Background: an optimization exercise with open tools, aiming at small area. Do not read the settings as production practice.
The RTL was checked by simulation tests, not by an equivalence proof against the original design.
The clock port is modelled as an ideal driver, which makes a skipped or thinned clock tree look cheaper than it is; a real chip needs a root buffer or a tree.
Power is estimated from default activity; no workload was simulated.

[flow/flow/run.sh]
#!/bin/bash
# The standard layout (standard.sh) with these changes:
#  - synthesis: the standard flow's own script, but no adder cells (plain gates for
#    ABC) and ABC's &nf area mapper in place of ORFS's abc script;
#  - the smallest buffer (buf_1) on each port;
#  - a clock tree of clkbuf_8 without dummy loads, whose root buffer is then
#    removed (post_cts.tcl): the clock port drives the two leaf buffers.
# Each tool's output goes to standard.log (and ORFS's own logs under orfs/).
set -euo pipefail
export FLOW_FLOW_DIR=$PWD/flow
export POST_CTS_TCL=$PWD/flow/post_cts.tcl
{ head -n 1 synth_recipe.tcl; cat flow/abc_override.tcl; tail -n +2 synth_recipe.tcl; } > my_synth.tcl
bash standard.sh SYNTH_SCRIPT=$PWD/my_synth.tcl ADDER_MAP_FILE= ABC_AREA=1 \
  BUFFER_PORTS_ARGS="-buffer_cell sky130_fd_sc_hd__buf_1" \
  CTS_ARGS="-sink_clustering_enable -repair_clock_nets -dont_use_dummy_load -buf_list {sky130_fd_sc_hd__clkbuf_8} -root_buf sky130_fd_sc_hd__clkbuf_8" \
  finish > standard.log 2>&1
[flow/flow/post_cts.tcl]
set block [ord::get_db_block]
set root [$block findInst clkbuf_0_clk]
if { $root != "NULL" } {
  set in_net [[$root findITerm A] getNet]
  set out_net [[$root findITerm X] getNet]
  set sinks {}
  foreach it [$out_net getITerms] {
    if { [[$it getInst] getName] ne "clkbuf_0_clk" } { lappend sinks $it }
  }
  if { [llength $sinks] <= 4 } {
    foreach it $sinks { $it disconnect; $it connect $in_net }
    odb::dbInst_destroy $root
    odb::dbNet_destroy $out_net
  }
}
[flow/flow/abc_nf.script]
&get -n
&st
&dch -f
&nf -R 1000
&put
[flow/design.v]
module top_comb(A, B, c, rst, seg, an, k, dd, x, pp, n23, n22, n21, n20, n19, n18, n17, n16, n15, n25, n24
, n14, n13, n12, n11, n10, n9, n8, n7, n6, n5, n4, n3, n2, n1);
  input [3:0] A;
  wire [3:0] A;
  input [3:0] B;
  wire [3:0] B;
  input [9:0] c;
  wire [9:0] c;
  input rst;
  wire rst;
  output [6:0] seg;
  wire [6:0] seg;
  output [3:0] an;
  wire [3:0] an;
  input [1:0] k;
  wire [1:0] k;
  input [3:0] dd;
  wire [3:0] dd;
  input [3:0] x;
  wire [3:0] x;
  input [7:0] pp;
  wire [7:0] pp;
  output n23;
  wire n23;
  output n22;
  wire n22;
  output n21;
  wire n21;
  output n20;
  wire n20;
  output n19;
  wire n19;
  output n18;
  wire n18;
  output n17;
  wire n17;
  output n16;
  wire n16;
  output [4:0] n15;
  wire [4:0] n15;
  output n25;
  wire n25;
  output n24;
  wire n24;
  output n14;
  wire n14;
  output n13;
  wire n13;
  output n12;
  wire n12;
  output n11;
  wire n11;
  output n10;
  wire n10;
  output n9;
  wire n9;
  output n8;
  wire n8;
  output n7;
  wire n7;
  output n6;
  wire n6;
  output n5;
  wire n5;
  output n4;
  wire n4;
  output n3;
  wire n3;
  output n2;
  wire n2;
  output n1;
  wire n1;
  wire _0_;
  wire _100_;
  wire _101_;
  wire _102_;
  wire _103_;
  wire _104_;
  wire _105_;
  wire _106_;
  wire _107_;
  wire _108_;
  wire _109_;
  wire _10_;
  wire _110_;
  wire _111_;
  wire _112_;
  wire _113_;
  wire _114_;
  wire _115_;
  wire _116_;
  wire _117_;
  wire _118_;
  wire _119_;
  wire _11_;
  wire _120_;
  wire _121_;
  wire _122_;
  wire _123_;
  wire _124_;
  wire _125_;
  wire _126_;
  wire _127_;
  wire _128_;
  wire _129_;
  wire _12_;
  wire _130_;
  wire _131_;
  wire _132_;
  wire _133_;
  wire _134_;
  wire _135_;
  wire _136_;
  wire _137_;
  wire _138_;
  wire _139_;
  wire _13_;
  wire _140_;
  wire _141_;
  wire _142_;
  wire _143_;
  wire _144_;
  wire _145_;
  wire _146_;
  wire _147_;
  wire _148_;
  wire _14_;
  wire _15_;
  wire _16_;
  wire _17_;
  wire _18_;
  wire _19_;
  wire _1_;
  wire _20_;
  wire _21_;
  wire _22_;
  wire _23_;
  wire _24_;
  wire _25_;
  wire _26_;
  wire _27_;
  wire _28_;
  wire _29_;
  wire _2_;
  wire _30_;
  wire _31_;
  wire _32_;
  wire _33_;
  wire _34_;
  wire _35_;
  wire _36_;
  wire _37_;
  wire _38_;
  wire _39_;
  wire _3_;
  wire _40_;
  wire _41_;
  wire _42_;
  wire _43_;
  wire _44_;
  wire _45_;
  wire _46_;
  wire _47_;
  wire _48_;
  wire _49_;
  wire _4_;
  wire _50_;
  wire _51_;
  wire _52_;
  wire _53_;
  wire _54_;
  wire _55_;
  wire _56_;
  wire _57_;
  wire _58_;
  wire _59_;
  wire _5_;
  wire _60_;
  wire _61_;
  wire _62_;
  wire _63_;
  wire _64_;
  wire _65_;
  wire _66_;
  wire _67_;
  wire _68_;
  wire _69_;
  wire _6_;
  wire _70_;
  wire _71_;
  wire _72_;
  wire _73_;
  wire _74_;
  wire _75_;
  wire _76_;
  wire _77_;
  wire _78_;
  wire _79_;
  wire _7_;
  wire _80_;
  wire _81_;
  wire _82_;
  wire _83_;
  wire _84_;
  wire _85_;
  wire _86_;
  wire _87_;
  wire _88_;
  wire _89_;
  wire _8_;
  wire _90_;
  wire _91_;
  wire _92_;
  wire _93_;
  wire _94_;
  wire _95_;
  wire _96_;
  wire _97_;
  wire _98_;
  wire _99_;
  wire _9_;
  assign _72_ = 4'h1 >> c[6:5];
  assign _71_ = 4'h1 >> { c[3], c[4] };
  assign _70_ = 4'h8 >> { _71_, _72_ };
  assign _69_ = 4'h1 >> { c[0], c[1] };
  assign _68_ = 4'h4 >> { _69_, c[2] };
  assign _67_ = 4'h8 >> { _68_, _70_ };
  assign _66_ = 4'h4 >> { _67_, B[2] };
  assign _65_ = 4'h8 >> { _70_, pp[7] };
  assign _64_ = 4'h8 >> { pp[0], x[1] };
  assign _63_ = 4'h1 >> { _64_, x[2] };
  assign _62_ = 4'h2 >> { _63_, _65_ };
  assign _61_ = 4'h8 >> { _64_, x[2] };
  assign _60_ = 4'h2 >> { _61_, _62_ };
  assign _59_ = 4'h4 >> { _60_, pp[1] };
  assign _58_ = 4'h2 >> { _59_, _62_ };
  assign _57_ = 4'h8 >> { _65_, x[3] };
  assign _56_ = 4'h8 >> { _57_, pp[2] };
  assign _55_ = 4'h1 >> { _57_, pp[2] };
  assign _54_ = 4'h1 >> { _55_, _56_ };
  assign _53_ = 4'h2 >> { _54_, _58_ };
  assign _52_ = 4'h4 >> { _54_, _58_ };
  assign _51_ = 4'h1 >> { _52_, _67_ };
  assign _50_ = 4'h4 >> { _51_, _53_ };
  assign n15[3] = 4'h1 >> { _50_, _66_ };
  assign _49_ = 4'h1 >> { dd[2], dd[0] };
  assign _48_ = 4'h8 >> { dd[2], dd[0] };
  assign _47_ = 4'h1 >> { _48_, dd[1] };
  assign _46_ = 4'h4 >> { _47_, _49_ };
  assign seg[6] = 4'h4 >> { _46_, dd[3] };
  assign _45_ = 4'h8 >> dd[1:0];
  assign _44_ = 4'h8 >> { _45_, dd[2] };
  assign seg[3] = 4'he >> { _44_, seg[6] };
  assign _43_ = 4'h1 >> dd[3:2];
  assign _42_ = 4'h8 >> { _43_, dd[1] };
  assign _41_ = 4'h8 >> { seg[3], dd[0] };
  assign seg[1] = 4'he >> { _41_, _42_ };
  assign _40_ = 4'h1 >> { _43_, _45_ };
  assign seg[0] = 4'h1 >> { _40_, _42_ };
  assign seg[4] = 4'h4 >> { _42_, dd[0] };
  assign _39_ = 4'h8 >> { _67_, B[3] };
  assign _38_ = 4'h1 >> { _52_, _55_ };
  assign _37_ = 4'h1 >> { _38_, pp[3] };
  assign _36_ = 4'h8 >> { _38_, pp[3] };
  assign _35_ = 4'h1 >> { _36_, _67_ };
  assign _34_ = 4'h4 >> { _35_, _37_ };
  assign n15[4] = 4'he >> { _34_, _39_ };
  assign _33_ = 4'h8 >> { dd[3], dd[1] };
  assign _32_ = 4'h1 >> { _33_, k[0] };
  assign an[3] = 4'hb >> { _32_, k[1] };
  assign an[2] = 4'h7 >> { _32_, k[1] };
  assign _31_ = 4'h2 >> { _33_, k[0] };
  assign an[1] = 4'h7 >> { _31_, k[1] };
  assign an[0] = 4'hb >> { _31_, k[1] };
  assign _30_ = 4'h2 >> { dd[3], dd[0] };
  assign seg[2] = 4'he >> { _30_, _46_ };
  assign _29_ = 4'h2 >> { _45_, dd[2] };
  assign seg[5] = 4'h4 >> { _29_, _47_ };
  assign _28_ = 4'h4 >> { _67_, B[1] };
  assign _27_ = 4'h2 >> { _60_, pp[1] };
  assign _26_ = 4'h1 >> { _59_, _67_ };
  assign _25_ = 4'h4 >> { _26_, _27_ };
  assign n15[2] = 4'h1 >> { _25_, _28_ };
  assign _24_ = 4'h8 >> { _67_, B[0] };
  assign _23_ = 4'h8 >> { _65_, x[1] };
  assign _73_ = 4'h8 >> { _23_, pp[0] };
  assign _74_ = 4'h1 >> { _23_, pp[0] };
  assign _75_ = 4'h1 >> { _74_, _67_ };
  assign _76_ = 4'h4 >> { _75_, _73_ };
  assign n15[1] = 4'he >> { _76_, _24_ };
  assign _77_ = 4'h8 >> { c[0], c[1] };
  assign _78_ = 4'h8 >> { _77_, c[2] };
  assign _79_ = 4'h8 >> { _78_, c[3] };
  assign _80_ = 4'h8 >> { _79_, c[4] };
  assign _81_ = 4'h8 >> { _80_, c[5] };
  assign _82_ = 4'h8 >> { _81_, c[6] };
  assign _83_ = 4'h8 >> { _82_, c[7] };
  assign _84_ = 4'h8 >> { _83_, c[8] };
  assign _85_ = 4'h1 >> { _83_, c[8] };
  assign _86_ = 4'h1 >> { _85_, rst };
  assign n14 = 4'h4 >> { _86_, _84_ };
  assign _87_ = 4'h1 >> { _82_, c[7] };
  assign _88_ = 4'h1 >> { _83_, rst };
  assign n1 = 4'h4 >> { _88_, _87_ };
  assign _89_ = 4'h1 >> { _81_, c[6] };
  assign _90_ = 4'h1 >> { _82_, rst };
  assign n25 = 4'h4 >> { _90_, _89_ };
  assign _91_ = 4'h1 >> { _80_, c[5] };
  assign _92_ = 4'h1 >> { _81_, rst };
  assign n18 = 4'h4 >> { _92_, _91_ };
  assign _93_ = 4'h1 >> { _84_, c[9] };
  assign _94_ = 4'h8 >> { _84_, c[9] };
  assign _95_ = 4'h1 >> { _94_, rst };
  assign n5 = 4'h4 >> { _95_, _93_ };
  assign _96_ = 4'h4 >> { _94_, rst };
  assign _97_ = 4'h8 >> { _96_, k[0] };
  assign _98_ = 4'h8 >> { _95_, k[1] };
  assign n3 = 4'he >> { _98_, _97_ };
  assign _99_ = 4'h4 >> k;
  assign _100_ = 4'h2 >> { _99_, x[3] };
  assign _101_ = 4'h2 >> { _100_, _96_ };
  assign _102_ = 4'h4 >> { _95_, dd[3] };
  assign n6 = 4'h1 >> { _102_, _101_ };
  assign _103_ = 4'h2 >> { c[3], k[0] };
  assign _104_ = 4'h4 >> { c[4], k[1] };
  assign _105_ = 4'h4 >> { _104_, _103_ };
  assign _106_ = 4'h2 >> { _71_, _72_ };
  assign _107_ = 4'h4 >> { _106_, _105_ };
  assign _108_ = 4'h1 >> { _107_, _67_ };
  assign _109_ = 4'h1 >> { x[0], x[1] };
  assign _110_ = 4'h1 >> { _109_, x[2] };
  assign _111_ = 4'h4 >> { _110_, _68_ };
  assign _112_ = 4'h1 >> { _111_, _108_ };
  assign _113_ = 4'h2 >> { _112_, x[3] };
  assign _114_ = 4'h8 >> { _67_, A[3] };
  assign _115_ = 4'h4 >> { _107_, _68_ };
  assign _116_ = 4'h8 >> { _109_, x[2] };
  assign _117_ = 4'h8 >> { _116_, _115_ };
  assign _118_ = 4'h1 >> { _117_, _114_ };
  assign n19 = 4'hb >> { _118_, _113_ };
  assign _119_ = 4'h1 >> { _79_, c[4] };
  assign _120_ = 4'h1 >> { _80_, rst };
  assign n12 = 4'h4 >> { _120_, _119_ };
  assign _121_ = 4'h1 >> { _78_, c[3] };
  assign _122_ = 4'h1 >> { _79_, rst };
  assign n13 = 4'h4 >> { _122_, _121_ };
  assign _123_ = 4'h1 >> { _77_, c[2] };
  assign _124_ = 4'h1 >> { _78_, rst };
  assign n7 = 4'h4 >> { _124_, _123_ };
  assign _125_ = 4'h1 >> { _69_, rst };
  assign n8 = 4'h4 >> { _125_, _77_ };
  assign n4 = 4'h1 >> { rst, c[0] };
  assign _126_ = 4'h8 >> { _95_, k[0] };
  assign _127_ = 4'h4 >> { _96_, k[1] };
  assign n22 = 4'he >> { _127_, _126_ };
  assign _128_ = 4'h8 >> { _95_, dd[2] };
  assign _129_ = 4'h2 >> { _99_, x[2] };
  assign _130_ = 4'h8 >> { _129_, _96_ };
  assign n24 = 4'he >> { _130_, _128_ };
  assign _131_ = 4'h2 >> { _99_, x[1] };
  assign _132_ = 4'h2 >> { _131_, _96_ };
  assign _133_ = 4'h4 >> { _95_, dd[1] };
  assign n9 = 4'h1 >> { _133_, _132_ };
  assign _134_ = 4'h2 >> { _99_, x[0] };
  assign _135_ = 4'h2 >> { _134_, _96_ };
  assign _136_ = 4'h4 >> { _95_, dd[0] };
  assign n2 = 4'h1 >> { _136_, _135_ };
  assign _137_ = 4'h8 >> { _109_, x[3] };
  assign _138_ = 4'h1 >> { x[2], x[3] };
  assign _139_ = 4'h1 >> { _138_, x[0] };
  assign _140_ = 4'h2 >> { _139_, x[1] };
  assign _141_ = 4'h1 >> { _140_, _137_ };
  assign _142_ = 4'h2 >> { _141_, _115_ };
  assign _143_ = 4'h8 >> { _108_, x[2] };
  assign _144_ = 4'h8 >> { _67_, A[2] };
  assign _145_ = 4'h1 >> { _144_, _143_ };
  assign n23 = 4'hb >> { _145_, _142_ };
  assign _146_ = 4'h4 >> { _108_, x[1] };
  assign _147_ = 4'h2 >> { _109_, x[2] };
  assign _148_ = 4'h1 >> { _147_, x[3] };
  assign _0_ = 4'h1 >> { _148_, _68_ };
  assign _1_ = 4'h4 >> { _0_, x[0] };
  assign _2_ = 4'h8 >> { _67_, A[1] };
  assign _3_ = 4'h2 >> { _68_, x[0] };
  assign _4_ = 4'h8 >> { _3_, _148_ };
  assign _5_ = 4'h1 >> { _4_, _108_ };
  assign _6_ = 4'h4 >> { _5_, _2_ };
  assign _7_ = 4'h4 >> { _6_, _1_ };
  assign n20 = 4'h1 >> { _7_, _146_ };
  assign _8_ = 4'h8 >> { _108_, x[0] };
  assign _9_ = 4'h8 >> { _107_, pp[7] };
  assign _10_ = 4'h8 >> { _67_, A[0] };
  assign _11_ = 4'h1 >> { _10_, _9_ };
  assign n10 = 4'hb >> { _11_, _8_ };
  assign _12_ = 4'h8 >> { _36_, pp[4] };
  assign _13_ = 4'h1 >> { _12_, pp[5] };
  assign _14_ = 4'h8 >> { _12_, pp[5] };
  assign _15_ = 4'h1 >> { _14_, _67_ };
  assign n16 = 4'h4 >> { _15_, _13_ };
  assign _16_ = 4'h8 >> { _14_, pp[6] };
  assign _17_ = 4'h1 >> { _14_, pp[6] };
  assign _18_ = 4'h1 >> { _17_, _67_ };
  assign n21 = 4'h4 >> { _18_, _16_ };
  assign _19_ = 4'h1 >> { _36_, pp[4] };
  assign _20_ = 4'h1 >> { _12_, _67_ };
  assign n11 = 4'h4 >> { _20_, _19_ };
  assign _21_ = 4'h4 >> { _0_, _70_ };
  assign _22_ = 4'h8 >> { _3_, _65_ };
  assign n17 = 4'he >> { _22_, _21_ };
endmodule
module top_seq_mult(clk, rst, A, B, seg, an);
  input clk;
  wire clk;
  input rst;
  wire rst;
  input [3:0] A;
  wire [3:0] A;
  input [3:0] B;
  wire [3:0] B;
  output [6:0] seg;
  wire [6:0] seg;
  output [3:0] an;
  wire [3:0] an;
  wire [4:0] _000_;
  wire [3:0] _001_;
  wire _002_;
  wire _003_;
  wire _004_;
  wire _005_;
  wire _006_;
  wire _007_;
  wire _008_;
  wire _009_;
  wire _010_;
  wire _011_;
  wire _012_;
  wire _013_;
  wire _014_;
  wire _015_;
  wire _016_;
  wire _017_;
  wire _018_;
  wire _019_;
  wire _020_;
  wire _021_;
  wire _022_;
  wire _023_;
  wire _024_;
  wire _025_;
  wire _026_;
  wire _027_;
  wire _028_;
  wire _029_;
  wire _030_;
  wire _031_;
  wire _032_;
  wire _033_;
  wire _034_;
  wire _035_;
  wire _036_;
  wire _037_;
  wire _038_;
  wire _039_;
  wire _040_;
  wire _041_;
  wire _042_;
  wire _043_;
  wire _044_;
  wire _045_;
  wire _046_;
  wire _047_;
  wire _048_;
  wire _049_;
  wire _050_;
  wire _051_;
  wire _052_;
  wire _053_;
  wire _054_;
  wire _055_;
  wire _056_;
  wire _057_;
  wire _058_;
  wire _059_;
  wire _060_;
  wire _061_;
  wire _062_;
  wire _063_;
  wire _064_;
  wire _065_;
  wire _066_;
  wire _067_;
  wire _068_;
  wire _069_;
  wire _070_;
  wire _071_;
  wire _072_;
  wire _073_;
  wire _074_;
  wire _075_;
  wire _076_;
  wire _077_;
  wire _078_;
  wire _079_;
  wire _080_;
  wire _081_;
  wire _082_;
  wire _083_;
  wire _084_;
  wire _085_;
  wire _086_;
  wire _087_;
  wire _088_;
  wire _089_;
  wire _090_;
  wire _091_;
  wire _092_;
  wire _093_;
  wire _094_;
  wire _095_;
  wire _096_;
  wire _097_;
  wire _098_;
  wire _099_;
  wire _100_;
  wire _101_;
  wire _102_;
  wire _103_;
  wire _104_;
  wire _105_;
  wire _106_;
  wire _107_;
  wire _108_;
  wire _109_;
  wire _110_;
  wire _111_;
  wire _112_;
  wire _113_;
  wire _114_;
  wire [9:0] _115_;
  wire [9:0] _116_;
  wire _117_;
  wire _118_;
  wire _119_;
  wire _120_;
  wire _121_;
  wire _122_;
  wire _123_;
  wire _124_;
  wire _125_;
  wire _126_;
  wire _127_;
  wire _128_;
  wire _129_;
  wire _130_;
  wire _131_;
  wire _132_;
  wire _133_;
  wire _134_;
  wire _135_;
  wire _136_;
  wire _137_;
  wire _138_;
  wire _139_;
  wire _140_;
  wire _141_;
  wire _142_;
  wire _143_;
  wire _144_;
  wire _145_;
  wire _146_;
  wire _147_;
  wire [3:0] addend;
  reg [9:0] c;
  reg [3:0] dd;
  wire [3:0] dig;
  reg [1:0] k;
  wire last;
  reg [7:0] pp;
  wire [7:0] sum;
  reg [3:0] x;
  always @(posedge clk)
    x[0] <= _142_;
  always @(posedge clk)
    x[1] <= _141_;
  always @(posedge clk)
    x[2] <= _140_;
  always @(posedge clk)
    x[3] <= _126_;
  always @(posedge clk)
    dd[0] <= _139_;
  always @(posedge clk)
    dd[1] <= _137_;
  always @(posedge clk)
    dd[2] <= _135_;
  always @(posedge clk)
    dd[3] <= _125_;
  always @(posedge clk)
    k[0] <= _133_;
  always @(posedge clk)
    k[1] <= _123_;
  always @(posedge clk)
    c[0] <= _131_;
  always @(posedge clk)
    c[1] <= _130_;
  always @(posedge clk)
    c[2] <= _129_;
  always @(posedge clk)
    c[3] <= _128_;
  always @(posedge clk)
    c[4] <= _127_;
  always @(posedge clk)
    c[5] <= _120_;
  always @(posedge clk)
    c[6] <= _119_;
  always @(posedge clk)
    c[7] <= _118_;
  always @(posedge clk)
    c[8] <= _117_;
  always @(posedge clk)
    c[9] <= _121_;
  always @(posedge clk)
    pp[1] <= _000_[1];
  always @(posedge clk)
    pp[2] <= _000_[2];
  always @(posedge clk)
    pp[3] <= _000_[3];
  always @(posedge clk)
    pp[4] <= _000_[4];
  always @(posedge clk)
    pp[0] <= _146_;
  always @(posedge clk)
    pp[5] <= _145_;
  always @(posedge clk)
    pp[6] <= _143_;
  always @(posedge clk)
    pp[7] <= _144_;
  top_comb top_comb (
    .A(A),
    .B(B),
    .an(an),
    .c(c),
    .dd(dd),
    .k(k),
    .n1(_118_),
    .n10(_142_),
    .n11(_145_),
    .n12(_127_),
    .n13(_128_),
    .n14(_117_),
    .n15({ _000_[4:1], _147_ }),
    .n16(_143_),
    .n17(_146_),
    .n18(_120_),
    .n19(_126_),
    .n2(_139_),
    .n20(_141_),
    .n21(_144_),
    .n22(_133_),
    .n23(_140_),
    .n24(_135_),
    .n25(_119_),
    .n3(_123_),
    .n4(_131_),
    .n5(_121_),
    .n6(_125_),
    .n7(_129_),
    .n8(_130_),
    .n9(_137_),
    .pp(pp),
    .rst(rst),
    .seg(seg),
    .x(x)
  );
  assign _116_[0] = _115_[0];
  assign _115_[9:1] = c[9:1];
  assign sum[0] = addend[0];
endmodule
[flow/constraint.sdc]
create_clock -name core_clock -period 5.0 [get_ports {clk}]
set_input_delay 1.0000 -clock core_clock [delete_from_list [all_inputs] [get_ports {clk}]]
set_output_delay 1.0000 -clock core_clock [all_outputs]
set_load 0.01 [all_outputs]
[flow/standard.sh]
#!/bin/bash
# synth_recipe.tcl (not shown) runs the flow's synth.tcl, then flattens the netlist and writes it again
# the make line also repeats each setting of config.mk as NAME=value (left out here)
make -C /OpenROAD-flow-scripts/flow DESIGN_CONFIG=/design/flow/config.mk WORK_HOME=/design/flow/orfs CLKGATE_MAP_FILE= SYNTH_SCRIPT=/design/flow/synth_recipe.tcl "${@:-finish}"
[flow/flow/abc_override.tcl]
# Map with ABC's &nf area mapper instead of ORFS's area script: only the
# -script argument of ORFS's abc call changes.
proc abc {args} {
  set i [lsearch -exact $args -script]
  if { $i >= 0 } { lset args [expr { $i + 1 }] $::env(FLOW_FLOW_DIR)/abc_nf.script }
  yosys abc {*}$args
}
[flow/config.mk]
export PLATFORM = sky130hd
export DESIGN_NAME = top_seq_mult
export DESIGN_NICKNAME = top_seq_mult
export VERILOG_FILES = /design/flow/design.v
export SDC_FILE = /design/flow/constraint.sdc
export NUM_CORES = 4
export LEC_CHECK = 0
export CAP_MARGIN = 20
export CORE_MARGIN = 2
export CORE_UTILIZATION = 40
export SLEW_MARGIN = 20
==> results by group <==
Worst hold path
  • Hold depth: 1
  • Worst Hold Class: reg -> reg
  • Worst Min Path Start: c[0]
  • WHS Endpoint: c[0]

Critical path
  • Reg2reg end: pp[7]
  • CP max stage cell: nor4_1
  • R2R depth: 10
  • CP Class: reg -> reg
  • CP max stage delay: 470 ps
  • Crit start category: flip-flop
  • Critical Path RT: 5060 ps
  • Reg2reg start: c[3]
  • CP Data Arrival Time: 2920 ps
  • CP cell instances: nor4_1 -> and2_0 -> o21ai_0 -> a21oi_1 -> a21oi_1 -> or2_0 -> and3_1 -> and2_0 -> and3_1 -> nor3_1
  • Largest fanout on the critical path: 7
  • Register-to-register setup slack: 2140 ps
  • CP endpoint kind: flip-flop

Floorplanning
  • IO Count: 21
  • Die Area: 3544 µm²
  • Site Rows: 20
  • Initial Util: 41.08%
  • Core ar.: 3003 µm²
  • Die W: 59.54 µm
  • Die Ht: 59.54 µm

Final layout
  • Nets@finish: 186
  • Area of the multi-input gates: 661.9 µm²
  • Final core occ: 45.88%
  • Layout cells sized above 1: 1.149%
  • Final Non-Filler Cells: 207
  • Reg area: 560.5 µm²
  • Fill cells: 302
  • Area growth syn-to-layout: 11.66%
  • Inserted Diodes: 0

STA
  • Worst hold margin: 490.1 ps
  • RSZ-0062 raised after global routing: false
  • Final hold vios: 0
  • Fmax: 350.2 MHz
  • Final Cycle Share: 57.10%
  • Fin crit period: 2855 ps
  • Slew margin rel.: 49.09%
  • Worst slew pin tran: 763.2 ps
  • Slew Viols, Final: 0
  • Clock Skew: 9.705 ps
  • Final setup violation count: 0
  • Total Neg Setup Slack: 0 ps
  • Setup ws final: 2145 ps

Pwr
  • Leak Pwr: 0.5268 nW
  • VDD IR max: 0.1624 mV
  • Power density over the cells: 317.4 nW/µm²

CTS
  • Worst-Skew Late Latency: 150 ps
  • Clk slew on worst S/H paths: 90 ps
  • Clock sink count: 28

Drt
  • Pre-Repair DR Iteration Count: 4
  • DR WL/cell: 12.28 µm
  • Starting DRT DRC Count: 45
  • Final WL: 2.541 mm
  • Post-route ant nets: 0
  • DR DRC count: 0
  • Via count: 1,170
  • Vias per std cell: 5.652

Synthesis
  • Yosys warns: 1
  • Syn_nets: 162
  • Post-Synthesis Cells: 152
  • Sequential area share after synthesis: 45.44%
  • Distinct cells, synth: 31
  • Mapped cell area: 1234 µm²
  • Avg Inst Size Synth: 8.116 µm²
  • #FFs+latches synth: 28

Placed design
  • DP Worst Slack: 2172 ps
  • Inst Count DP: 205
  • Port buffer count: 20
  • RD Place Congestion: 0.7617
  • Post-DP HPWL: 1.911 mm

Outcome
  • Run status: finished clean

Global route
  • Largest net degree at the start of global routing: 17
  • First-pass GRT wire length: 4.284 mm
  • Vias in the first global route: 1,016
  • Total gr overflow: 0
  • GRT Overall Usage: 15.52%
  • Initial antenna violation count: 0

Flow run
  • Max-cap violations: 0
cell usage after synthesis:
master	n	area share, %
o21ai_0	8	3.2
xnor2_1	2	1.4
o31ai_1	3	1.8
a22oi_1	2	1.2
a31o_1	1	0.71
a211o_1	1	0.71
nand3_1	5	2.0
o31a_1	1	0.71
dfxtp_1	28	45
a32oi_1	1	0.71
nor3_1	9	3.7
and3_1	6	3.0
nand2_1	18	5.5
a221o_1	1	0.81
a21oi_1	19	7.7
nor3b_1	1	0.61
or2_0	1	0.51
nand2b_1	3	1.5
nand3b_1	1	0.61
xor2_1	1	0.71
or3_1	1	0.51
a22o_1	3	2.1
a32o_1	1	0.81
a21o_1	1	0.61
clkinv_1	3	0.91
nor2_1	18	5.5
nor2b_1	1	0.51
nor4_1	2	1.0
nand4_1	1	0.51
and2_0	6	3.0
o21a_1	3	1.8
report_power, final:
group          internal (mW)  total [mW]  switching, mW
Combinational         0.0309      0.0732         0.0423
Clock                 0.0369      0.0931         0.0563
Sequential             0.246       0.271         0.0249
Total                  0.314       0.437          0.124
state kept, by name (all words and copies together), names as in the netlist:
name	cells
c	10
pp	8
dd	4
x	4
k	2
through the flow:
stage                     power [mW]  area, µm²
after floorplan               0.3256       1234
final                         0.4373       1378
after global placement        0.3445       1350
after global routing          0.4654       1378
after detailed placement      0.3470       1350
layout by cell type (no fill, tap or decap), types with 5 or more instances in the layout:
| cell type | netlist | final |
|---|---|---|
| nor3_1 | 9 | 9 |
| dfxtp_1 | 28 | 28 |
| and3_1 | 6 | 6 |
| and2_0 | 6 | 6 |
| buf_1 | 0 | 20 |
| nor2_1 | 18 | 18 |
| a21oi_1 | 19 | 19 |
| nand2_1 | 18 | 18 |
| nand3_1 | 5 | 5 |
| o21ai_0 | 8 | 8 |
cells by family (layout without fill, tap and decap cells):
kind of cell	after synthesis	count (layout)	share of synthesized area, %
XOR/XNOR	3	3	2.130
flip-flops	28	28	45.44
AND/OR/NAND/NOR	73	73	28.50
AO/OA/AOI/OAI	45	45	23.02
buffers and inverters	3	25	0.9127
worst max-delay path, delay by kind of cell, from the launching register on:
kind | cells | cell delay [ps]
and+or+nand+nor | 7 | 1890
AOI/OAI and AO/OA | 3 | 520
DFF | 1 | 370
per-layer routing:
layer / wire, µm / global-route usage (%) / vias up
met4: 27 / 3.810 / 0
met5: 0 / 0 / -
met1: 1197 / 19.67 / 538
met2: 1201 / 27.16 / 32
met3: 115 / 2.838 / 4
li1: - / - / 596
worst max-delay path by stage:
stage               start     to  slack [ps]  depth (start not counted)
detailed placement   c[3]  pp[7]        2170                         10
finish               c[3]  pp[7]        2140                         10
global route         c[3]  pp[7]        1870                         10
global placement     c[3]  pp[7]        2370                         10
floorplan            c[3]  pp[7]        2570                         10
final cells by class:
class | count | area share (%)
multi-input cells | 121 | 48.05
flip-flops and latches | 28 | 40.69
repair buffers | 20 | 5.450
well taps | 33 | 2.997
clock buffers | 2 | 1.998
inverters | 3 | 0.8174

[re-timing with driven ports]
How much do the figures lean on ideal ports? The routed layout below was timed once more, with nothing changed but the port constraints.
Step 1 assumes that a clkbuf_16 drives the clock port and a buf_2 every other input.
Step 2 also shifts input and output timing later by t, the mid clock arrival at the registers, as if the neighbouring blocks saw the same clock.
a / b / c = ideal / step 1 / step 2; a / b = the first two.
shift t [ns]: 0.175
slack for setup (ns): 2.145 / 2.145 / 2.145
hold slack, ns: 0.490 / 0.490 / 0.490
worst setup path at the end: register to register
latest minus earliest clock arrival (ns): 0.010 / 0.009
After both steps this run still meets setup and hold. The setup slack of this run moves by 0.000 ns with the drivers and by 0.000 ns with both steps.
